What follows belongs to an exercise in optimizing a design on an open flow for small area and a short achievable clock period; a production flow would make more cautious choices.
Function was checked by simulation only, so behaviour that the tests miss may differ from the original.
Power is estimated from default activity; no workload was simulated.

run 1:
// sysarray_flat
module sysarray_flat (
    input  wire         clk,
    input  wire         rst,
    input  wire         clr,
    input  wire [23:0]  a_left,
    input  wire [23:0]  b_top,
    output wire [161:0] acc_out
);
Size in the first run: roughly 2500 cells after synthesis, about 260 flip-flops, roughly 210 I/O pins, ~26000 um2 of cells after synthesis.
Settings: LEC_CHECK=0, CAP_MARGIN=20, CORE_MARGIN=2, CORE_UTILIZATION=40, CTS_BUF_LIST=sky130_fd_sc_hd__clkbuf_4 sky130_fd_sc_hd__clkbuf_8, CTS_CLUSTER_DIAMETER=60, CTS_CLUSTER_SIZE=16, SETUP_SLACK_MARGIN=1.0, SLEW_MARGIN=20, SYNTH_HIERARCHICAL=1, SYNTH_MINIMUM_KEEP_SIZE=0; clock period 5.0 ns.
standard.sh (not shown) runs the stock make flow with config.mk's settings and CLKGATE_MAP_FILE= SYNTH_SCRIPT=/design/flow/synth_recipe.tcl, a recipe that flattens the netlist after the stock synthesis.
==> flow/flow/run.sh <==
#!/bin/bash
# The standard layout, with every port buffered by the smallest buffer
# (sky130_fd_sc_hd__buf_1) rather than the cell buffer_ports picks by itself;
# repair_design and repair_timing resize them afterwards where needed.
set -euo pipefail
export BUFFER_PORTS_ARGS="-buffer_cell sky130_fd_sc_hd__buf_1"
bash standard.sh > standard.log 2>&1
The inputs of run 2 differ from those of run 1 as listed below.
- swapping 1.0 for 0.7 in SETUP_SLACK_MARGIN
- clearing CTS_CLUSTER_DIAMETER, which used to be 60
- clearing CTS_CLUSTER_SIZE, which used to be 16
## What came out
- Total power after layout shrinks by a few percent when moving from run 1 to run 2.
- The final-layout worst hold slack of run 2 was inferior to that of run 1.
- Run 1 has completed all stages; timing, DRC and antenna checks passed.
- Run 2: PASS, flow complete, no timing, DRC or antenna violations
- Delta(share of total power in combinational logic, run 2 - run 1) < 0
- From run 1 to run 2, count of sequential standard cells did not move at all.
The following lists how run 3 was set up differently from run 2:
- SETUP_SLACK_MARGIN: 0.7 -> 1.0
==> results.txt <==
In the metrics for run 2 and run 3, the one carrying the lower routed wire length is run 2. Launch point of the critical path = b_top[7]: run 2; launch point of the critical path = a_left[18]: run 3. The post-detailed-placement cell area of run 3 is higher than that of run 2. Compared with run 2, post-detailed-route wirelength per cell in run 3 increased by a few percent. Run 3 vs run 2: fraction of the core area covered by cells at the end of the flow up. For the register-to-register slack, run 3 came in 0.23 ns higher than run 2 did.
The following lists how run 4 was set up differently from run 3:
- ABC_AREA: unset -> 1
Notes after the runs:
- Measured against each other, run 4 and run 3 differ in wire length on met1, the higher figure coming from run 4.
- Run 4: final standard cell count with taps included and fillers excluded higher than run 3
- Comparing run 4 and run 3, the higher final weighted congestion in routability-driven placement was measured on run 3.
- Of run 4 and run 3, the run reporting the lower wire length was run 3.
- Compared with run 3, run 4 shows clock network power share higher by 1.2 points.
- Compared with run 3, run 4 shows a worst setup slack that is 0.035 ns higher.
- Compared with run 3, run 4 degrades worst-case hold slack.
- Going from run 3 to run 4, cell area after placement saw an increase, initial antenna violation count saw a decrease, die area saw an increase.

* * *

Another version of the RTL of sysarray_flat (not shown whole).
Size: about 260 flip-flops, ~210 I/O pins, about 27000 um2 of cells after synthesis.
// sysarray_flat
module sysarray_flat (
    input  wire         clk,
    input  wire         rst,
    input  wire         clr,
    input  wire [23:0]  a_left,
    input  wire [23:0]  b_top,
    output wire [161:0] acc_out
);
    sysarray u_arr (
        .clk(clk),
        .rst(rst),
        .clr(clr),
        .left(a_left),
        .top(b_top),
        .out(acc_out)
    );
endmodule
export LEC_CHECK = 0
export CAP_MARGIN = 0
export CORE_MARGIN = 2
export CORE_UTILIZATION = 40
export SETUP_SLACK_MARGIN = 1.0
export SLEW_MARGIN = 0
export SYNTH_HIERARCHICAL = 1
export SYNTH_MINIMUM_KEEP_SIZE = 0
create_clock -name core_clock -period 5.0 [get_ports {clk}]
Scripts as last shown in full above: flow/flow/run.sh
Change:
ABC_AREA = 1   (was not set)
CAP_MARGIN = 20   (was 0)
CTS_BUF_LIST = sky130_fd_sc_hd__clkbuf_4 sky130_fd_sc_hd__clkbuf_8   (was not set)
SLEW_MARGIN = 20   (was 0)
The new run produced a clean layout.
Power is lower by 8.6%.
Non-clock buffer count fell by 91.
Wire length rose by 3.2%.
Critical path depth climbs by 3.
Combinational power drops by about 10%.
Synthesized area increases by 11%.
Change:
ABC_AREA = not set   (was 1)
CORE_UTILIZATION = 60   (was 40)
The changed run went through all stages and came out clean.
Cell area falls by a few percent.
Total power goes up by a few percent.
Register-to-register slack gets worse by 0.25 ns.
Via count drops by roughly a tenth.
Global-route usage is higher by 10 points.
Hold slack improved by 0.0039 ns.
Count of clock-buffer cells in the layout goes down by 7.
Change:
CORE_UTILIZATION = 40   (was 60)
CTS_BUF_LIST = not set   (was sky130_fd_sc_hd__clkbuf_4 sky130_fd_sc_hd__clkbuf_8)
Effect:
- count of clock-buffer cells in the layout fell by 27
- total power rose by a few percent
- design area rose by a few percent
- global-route usage fell by 9.2 points
- wire length rose by a few percent
- setup slack got worse by 0.017 ns

* * *

sysarray_flat, a different RTL version from the one above (not shown whole).
Size in the first run: roughly 2700 cells after synthesis, roughly 260 flip-flops, about 210 I/O pins, about 27000 um2 of cells after synthesis.
export LEC_CHECK = 0
export CAP_MARGIN = 20
export CORE_MARGIN = 2
export CORE_UTILIZATION = 40
export CTS_BUF_LIST = sky130_fd_sc_hd__clkbuf_4 sky130_fd_sc_hd__clkbuf_8
export SETUP_SLACK_MARGIN = 1.1
export SLEW_MARGIN = 20
export SYNTH_HIERARCHICAL = 1
export SYNTH_MINIMUM_KEEP_SIZE = 0
create_clock -name core_clock -period 5.0 [get_ports {clk}]
==> flow/flow/run.sh <==
#!/bin/bash
set -euo pipefail
export BUFFER_PORTS_ARGS="-buffer_cell sky130_fd_sc_hd__buf_1"
export PRE_RESIZE_TCL="$PWD/flow/pre_resize.tcl"
bash standard.sh > standard.log 2>&1
==> flow/flow/pre_resize.tcl <==
# Input-port buffers (named input* by buffer_ports) to buf_4.
set n 0
foreach inst [get_cells input*] {
  if { [get_property $inst ref_name] == "sky130_fd_sc_hd__buf_1" } {
    replace_cell $inst sky130_fd_sc_hd__buf_4
    incr n
  }
}
puts "pre_resize: $n input buffers made sky130_fd_sc_hd__buf_4"
set n 0
foreach inst [get_cells *] {
  if { [string match "*g_hop*" [get_name $inst]] &&
       [get_property $inst ref_name] == "sky130_fd_sc_hd__dfxtp_1" } {
    replace_cell $inst sky130_fd_sc_hd__dfxtp_2
    incr n
  }
}
puts "pre_resize: $n operand registers made sky130_fd_sc_hd__dfxtp_2"
Then changed:
==> flow/flow/pre_resize.tcl (replaced) <==
# Input-port buffers (named input* by buffer_ports) to buf_4.
set n 0
foreach inst [get_cells input*] {
  if { [get_property $inst ref_name] == "sky130_fd_sc_hd__buf_1" } {
    replace_cell $inst sky130_fd_sc_hd__buf_4
    incr n
  }
}
puts "pre_resize: $n input buffers made sky130_fd_sc_hd__buf_4"
What happened:
- via count stays flat
- clock skew hardly moves
- clock power fell by about 7%
- power goes down by 1.1%
- routed wire length increases by 0.59%

[port drivers added, routing unchanged]
Ports are ideal in the flow. The routed layouts listed here were re-timed in OpenROAD.
Step 1 assumes that a clkbuf_16 drives the clock port and a buf_2 every other input.
Step 2 also shifts input and output timing later by t, the mid clock arrival at the registers, as if the neighbouring blocks saw the same clock.
Slacks: ideal / step 1 / step 2; pairs: ideal / step 1.
run | t, ns | setup slack, ns | worst setup path after step 2
run 1 | 0.680 | 1.062 / 1.076 / 0.396 | input to register
run 2 | 0.684 | 0.816 / 0.847 / 0.163 | input to register
run 3 | 0.707 | 1.094 / 1.114 / 0.407 | input to register
run 4 | 0.730 | 1.129 / 1.103 / 0.373 | input to register
the first run of note 2 | 0.617 | 0.899 / 0.905 / 0.288 | input to register
the second run of note 2 | 0.716 | 1.171 / 1.173 / 0.457 | input to register
the third run of note 2 | 0.696 | 0.916 / 0.918 / 0.222 | input to register
the fourth run of note 2 | 0.617 | 0.899 / 0.905 / 0.288 | input to register
the first run of note 3 | 0.682 | 1.247 / 1.284 / 0.602 | input to register
the second run of note 3 | 0.694 | 1.247 / 1.247 / 0.599 | input to register
After both steps every run listed still meets setup and hold. For run 4, which loses most, drivers alone change the setup slack by -0.026 ns; drivers and shift together by -0.756 ns.
